From an optimization exercise on the open Yosys and OpenROAD flow, aimed at small area; shortcuts taken in it are not production practice. Function was checked by simulation only, so behaviour that the tests miss may differ from the original. The flow treats the clock pin as an ideal source. Dropping or thinning the clock tree relies on that and would not hold on a real chip. Power figures rest on the tool's default switching activity, not on a simulated workload.

maple:
==> flow/design.v <==
module led_segment(
    input clk,
    input rst,
    output digit_select,
    output reg [6:0] seg_led
    );
    reg [5:0] c;
    reg [7:0] qs;
    reg [3:0] u, t;
    wire cw = c[0] & ~c[1] & ~c[2] & ~c[3] & c[4];
    wire cfb = ~(c[0] ^ c[5]) ^ cw;
    always @(posedge clk or posedge rst) begin
        if (rst) c <= 6'd35;
        else c <= {c[4:0], cfb};
    end
    wire [7:0] q = qs ^ 8'h83;
    wire [8:0] k;
    assign k[0] = cw;
    genvar i;
    generate for (i = 0; i < 8; i = i + 1) begin : qc
        assign k[i+1] = k[i] & q[i];
    end endgenerate
    wire step = k[8];
    wire [7:0] qn = (q ^ k[7:0]) | {5'b0, step, step, 1'b0};
    always @(posedge clk or posedge rst) begin
        if (rst) qs <= 8'd0;
        else qs <= qn ^ 8'h83;
    end
    wire e0 = step & u[0];
    wire cu = e0 & u[3];
    always @(posedge clk or posedge rst) begin
        if (rst) u <= 4'd0;
        else u <= u ^ {e0 & (u[3] | (u[1] & u[2])), e0 & u[1], e0 & ~u[3], step};
    end
    wire e1 = cu & t[0];
    always @(posedge clk or posedge rst) begin
        if (rst) t <= 4'd0;
        else t <= t ^ {e1 & (t[3] | (t[1] & t[2])), e1 & t[1], e1 & ~t[3], cu};
    end
    assign digit_select = u[0] ^ q[1] ^ q[0];
    wire [3:0] display = digit_select ? t : u;
    always @(*) begin
        case (display)
            4'h0: seg_led = 7'b0111111;
            4'h1: seg_led = 7'b0000110;
            4'h2: seg_led = 7'b1011011;
            4'h3: seg_led = 7'b1001111;
            4'h4: seg_led = 7'b1100110;
            4'h5: seg_led = 7'b1101101;
            4'h6: seg_led = 7'b1111101;
            4'h7: seg_led = 7'b0000111;
            4'h8: seg_led = 7'b1111111;
            4'h9: seg_led = 7'b1101111;
            default: seg_led = 7'bxxxxxxx;
        endcase
    end
endmodule
module seg_led_top(
    input  clk,
    input  rst,
    output digit_select,
    output [6:0] seg_led
    );
led_segment seg(
   .clk          (clk),
   .rst          (rst),
   .digit_select (digit_select),
   .seg_led      (seg_led)
);
endmodule
export LEC_CHECK = 0
export CAP_MARGIN = 20
export CORE_MARGIN = 2
export CORE_UTILIZATION = 40
export SLEW_MARGIN = 20
create_clock -name core_clock -period 40.0 [get_ports {clk}]
standard.sh (not shown) runs the stock make flow with config.mk's settings and CLKGATE_MAP_FILE= SYNTH_SCRIPT=/design/flow/synth_recipe.tcl, a recipe that flattens the netlist after the stock synthesis.
==> flow/flow/run.sh <==
#!/bin/bash
# Own layout flow: the standard ORFS flow (standard.sh), with two changes:
#  - synthesis runs the standard flow's own synthesis script (synth_recipe.tcl), but maps the
#    combinational logic with area-oriented ABC scripts (flow/abc/*.abc) in
#    place of ORFS's speed script; each script is tried and the smallest
#    netlist is kept. Registers are mapped before ABC runs, exactly as in the
#    standard synthesis;
#  - the port buffers are the smallest buffer cell (buf_1);
#  - clock tree synthesis takes its arguments from flow/cts_args.txt, if present.
# Each tool's output goes to a log file of its own in this folder.
set -euo pipefail
W=$(pwd)
F=$W/flow
R=$W/orfs/results/sky130hd/seg_led_top/base
REP=$W/orfs/reports/sky130hd/seg_led_top/base
cat > $W/my_synth.tcl <<EOT
set ::my_abc_script \$::env(MY_ABC_SCRIPT)
proc my_fix_abc {n1 n2 op} {
  set i [lsearch -exact \$::abc_args -script]
  if { \$i >= 0 } { set ::abc_args [lreplace \$::abc_args [expr {\$i+1}] [expr {\$i+1}] \$::my_abc_script] }
}
trace add variable ::abc_args write my_fix_abc
source $W/synth_recipe.tcl
EOT
best=""; bestarea=""
for s in $F/abc/*.abc; do
  n=$(basename $s .abc)
  rm -rf $W/orfs
  MY_ABC_SCRIPT=$s bash standard.sh SYNTH_SCRIPT=$W/my_synth.tcl ADDER_MAP_FILE= synth > $W/synth_$n.log 2>&1 || continue
  a=$(awk '/Chip area for module/ {print $NF}' $REP/synth_stat.txt)
  echo "$n $a" >> $W/synth_areas.txt
  if [[ -z "$best" ]] || awk -v a=$a -v b=$bestarea 'BEGIN{exit !(a<b)}'; then best=$s; bestarea=$a; fi
done
echo "best $best $bestarea" >> $W/synth_areas.txt
rm -rf $W/orfs
MY_ABC_SCRIPT=$best bash standard.sh SYNTH_SCRIPT=$W/my_synth.tcl ADDER_MAP_FILE= synth > $W/synth.log 2>&1
EXTRA=()
if [[ -f $F/cts_args.txt ]]; then EXTRA+=("CTS_ARGS=$(cat $F/cts_args.txt)"); fi
MY_ABC_SCRIPT=$best bash standard.sh SYNTH_SCRIPT=$W/my_synth.tcl ADDER_MAP_FILE= \
  "BUFFER_PORTS_ARGS=-buffer_cell sky130_fd_sc_hd__buf_1" "${EXTRA[@]}" finish > $W/layout.log 2>&1
==> flow/flow/abc/dch_amap.abc <==
strash
dc2
dch -f
amap
topo
==> flow/flow/abc/dch_amap2.abc <==
strash
dc2
dch -f
amap
strash
dch -f
amap
topo
==> flow/flow/abc/deepsyn_nf.abc <==
strash
&get -n
&deepsyn -T 10
&put
dch -f
&get -n
&nf -a -R 1000 -E 10
&put
topo
==> flow/flow/abc/ds30_amap.abc <==
strash
&get -n
&deepsyn -T 30 -S 1
&put
dch -f
amap
topo
==> flow/flow/abc/ds30_map.abc <==
strash
&get -n
&deepsyn -T 30 -S 3
&put
map -a
amap
topo
==> flow/flow/cts_args.txt <==
-buf_list sky130_fd_sc_hd__clkbuf_8 -root_buf sky130_fd_sc_hd__clkbuf_8 -sink_clustering_enable -sink_clustering_size 30 -sink_clustering_max_diameter 300 -dont_use_dummy_load -repair_clock_nets
maple | status: complete | timing, DRC, antenna: pass
### maple -> violet
- removing CORE_UTILIZATION (formerly 40)
- setting DIE_AREA to 0 0 68 68 for the first time
- setting CORE_AREA to 4 4 64 64 for the first time
- removing CORE_MARGIN (formerly 2)
==> flow/flow/run.sh <==
#!/bin/bash
# Own layout flow: the standard ORFS flow (standard.sh), with these changes:
#  - synthesis runs the standard flow's own synthesis script (synth_recipe.tcl), but maps the
#    combinational logic with area-oriented ABC scripts (flow/abc/*.abc) in
#    place of ORFS's speed script; each script is tried and the smallest
#    netlist is kept. Registers are mapped before ABC runs, exactly as in the
#    standard synthesis;
#  - the port buffers are the smallest buffer cell (buf_1);
#  - clock tree synthesis takes its arguments from flow/cts_args.txt, if present.
# Each tool's output goes to a log file of its own in this folder.
set -euo pipefail
W=$(pwd)
F=$W/flow
cat > $W/my_synth.tcl <<EOT
set ::my_abc_script \$::env(MY_ABC_SCRIPT)
proc my_fix_abc {n1 n2 op} {
  set i [lsearch -exact \$::abc_args -script]
  if { \$i >= 0 } { set ::abc_args [lreplace \$::abc_args [expr {\$i+1}] [expr {\$i+1}] \$::my_abc_script] }
}
trace add variable ::abc_args write my_fix_abc
source $W/synth_recipe.tcl
EOT
best=""; bestarea=""
for s in $F/abc/*.abc; do
  n=$(basename $s .abc)
  rm -rf $W/orfs
  if MY_ABC_SCRIPT=$s bash standard.sh SYNTH_SCRIPT=$W/my_synth.tcl ADDER_MAP_FILE= synth > $W/synth_$n.log 2>&1; then
    a=$(awk '/Chip area for module/ {print $NF}' $W/orfs/reports/sky130hd/seg_led_top/base/synth_stat.txt)
    echo "$n $a" >> $W/synth_areas.txt
    if [[ -z "$best" ]] || awk -v a=$a -v b=$bestarea 'BEGIN{exit !(a<b)}'; then
      best=$n; bestarea=$a; rm -rf $W/orfs_best; mv $W/orfs $W/orfs_best
    fi
  fi
done
echo "best $best $bestarea" >> $W/synth_areas.txt
rm -rf $W/orfs
mv $W/orfs_best $W/orfs
EXTRA=()
if [[ -f $F/cts_args.txt ]]; then EXTRA+=("CTS_ARGS=$(cat $F/cts_args.txt)"); fi
MY_ABC_SCRIPT=$F/abc/$best.abc bash standard.sh SYNTH_SCRIPT=$W/my_synth.tcl ADDER_MAP_FILE= \
  "BUFFER_PORTS_ARGS=-buffer_cell sky130_fd_sc_hd__buf_1" "${EXTRA[@]}" finish > $W/layout.log 2>&1
==> flow/flow/cts_args.txt <==
-buf_list sky130_fd_sc_hd__clkbuf_4 -root_buf sky130_fd_sc_hd__clkbuf_4 -sink_clustering_enable -sink_clustering_size 30 -sink_clustering_max_diameter 300 -dont_use_dummy_load -repair_clock_nets
Results
Summary of violet over maple: core utilization saw a decrease; die area saw an increase; number of cells in the finished layout apart from fillers went up; met1 global-route usage down 8.4 points.
violet finished every stage and its layout cleared the timing, DRC and antenna checks.
Final standard cell area without fillers went up slightly going from maple to violet.
Diff maple and violet: routed length per instance lower in violet
The standard cell core area reported for violet is greater than that of maple by 54%.
Setup changes, violet to garnet
-- flow/flow/run.sh --
<<< violet, line 7
#    standard synthesis;
#  - the port buffers are the smallest buffer cell (buf_1);
#  - clock tree synthesis takes its arguments from flow/cts_args.txt, if present.
# Each tool's output goes to a log file of its own in this folder.
set -euo pipefail
W=$(pwd)
>>> garnet, line 7
#    standard synthesis;
#  - the port buffers are the smallest buffer cell (buf_1);
#  - clock tree synthesis takes its arguments from flow/cts_args.txt, if present;
set -euo pipefail
W=$(pwd)
<<< violet, line 38
EXTRA=()
if [[ -f $F/cts_args.txt ]]; then EXTRA+=("CTS_ARGS=$(cat $F/cts_args.txt)"); fi
MY_ABC_SCRIPT=$F/abc/$best.abc bash standard.sh SYNTH_SCRIPT=$W/my_synth.tcl ADDER_MAP_FILE= \
  "BUFFER_PORTS_ARGS=-buffer_cell sky130_fd_sc_hd__buf_1" "${EXTRA[@]}" finish > $W/layout.log 2>&1
>>> garnet, line 37
EXTRA=()
if [[ -f $F/cts_args.txt ]]; then EXTRA+=("CTS_ARGS=$(cat $F/cts_args.txt)"); fi
if [[ -f $F/drop_root.tcl ]]; then EXTRA+=("POST_CTS_TCL=$F/drop_root.tcl"); fi
MY_ABC_SCRIPT=$F/abc/$best.abc bash standard.sh SYNTH_SCRIPT=$W/my_synth.tcl ADDER_MAP_FILE= \
  "BUFFER_PORTS_ARGS=-buffer_cell sky130_fd_sc_hd__buf_1" "${EXTRA[@]}" finish > $W/layout.log 2>&1
==> flow/flow/drop_root.tcl (new file) <==
set blk [ord::get_db_block]
set clk_net [[$blk findBTerm clk] getNet]
set root ""
foreach it [$clk_net getITerms] {
  if {[[$it getMTerm] getIoType] eq "INPUT"} { set root [$it getInst] }
}
set root_out ""
foreach it [$root getITerms] {
  if {[[$it getMTerm] getIoType] eq "OUTPUT"} { set root_out [$it getNet] }
}
set loads {}
foreach it [$root_out getITerms] {
  if {[$it getInst] ne $root} { lappend loads $it }
}
if {[llength $loads] <= 4} {
  foreach it $loads { $it disconnect; $it connect $clk_net }
  foreach it [$root getITerms] { if {[$it getNet] ne "NULL"} { $it disconnect } }
  odb::dbInst_destroy $root
  odb::dbNet_destroy $root_out
  puts "drop_root: the clock port now drives [llength $loads] buffers directly"
}
detailed_placement
check_placement -verbose
estimate_parasitics -placement
report_clock_skew
Findings:
- Synthesized cell count: violet vs garnet identical
- Clock skew after layout: violet vs garnet — no meaningful difference
- Switching share of power for garnet is lower than for violet.
- Re total setup violations reported at the end of the flow: no difference whatsoever between violet and garnet.
- Diff violet -> garnet: power lower; worst path setup slack after routing rose by 140 ps; combined flip-flop and latch cell area flat.
- Between garnet and violet, the slew of the pin with the lowest slew margin figures differ only marginally.
- [compare] base=violet new=garnet: length of routed met3 wiring shrank by 42%; routed wire length dropped 40 um.

what the ideal ports hide:
The flow's constraints put no driver on any port. The routed layouts listed below were extracted and timed again, unchanged, in two steps. Step 1 (the two cells are an assumption about what drives the block):
set clk [get_ports {clk}]
set_driving_cell -lib_cell sky130_fd_sc_hd__clkbuf_16 $clk
set_driving_cell -lib_cell sky130_fd_sc_hd__buf_2 [delete_from_list [all_inputs] $clk]
Step 2 moves the port delays by t, midway between the first and last clock arrival at a register: inputs arrive t later, outputs are due t later. That takes back most of the time a late clock gives input paths. a / b / c = ideal ports / drivers / drivers and shift; a / b = the first two.
run | t, ns | setup WS [ns] | worst hold slack (ns) | worst setup path at the end | slew at the worst register clock pin (ns)
maple | 0.277 | 29.392 / 29.371 / 29.648 | 0.374 / 0.374 / 0.374 | register to output | 0.07 / 0.07
violet | 0.329 | 29.304 / 29.279 / 29.608 | 0.387 / 0.387 / 0.387 | register to output | 0.12 / 0.12
garnet | 0.193 | 29.449 / 29.422 / 29.615 | 0.387 / 0.387 / 0.387 | register to output | 0.12 / 0.12
After both steps setup and hold are still met in every run listed.
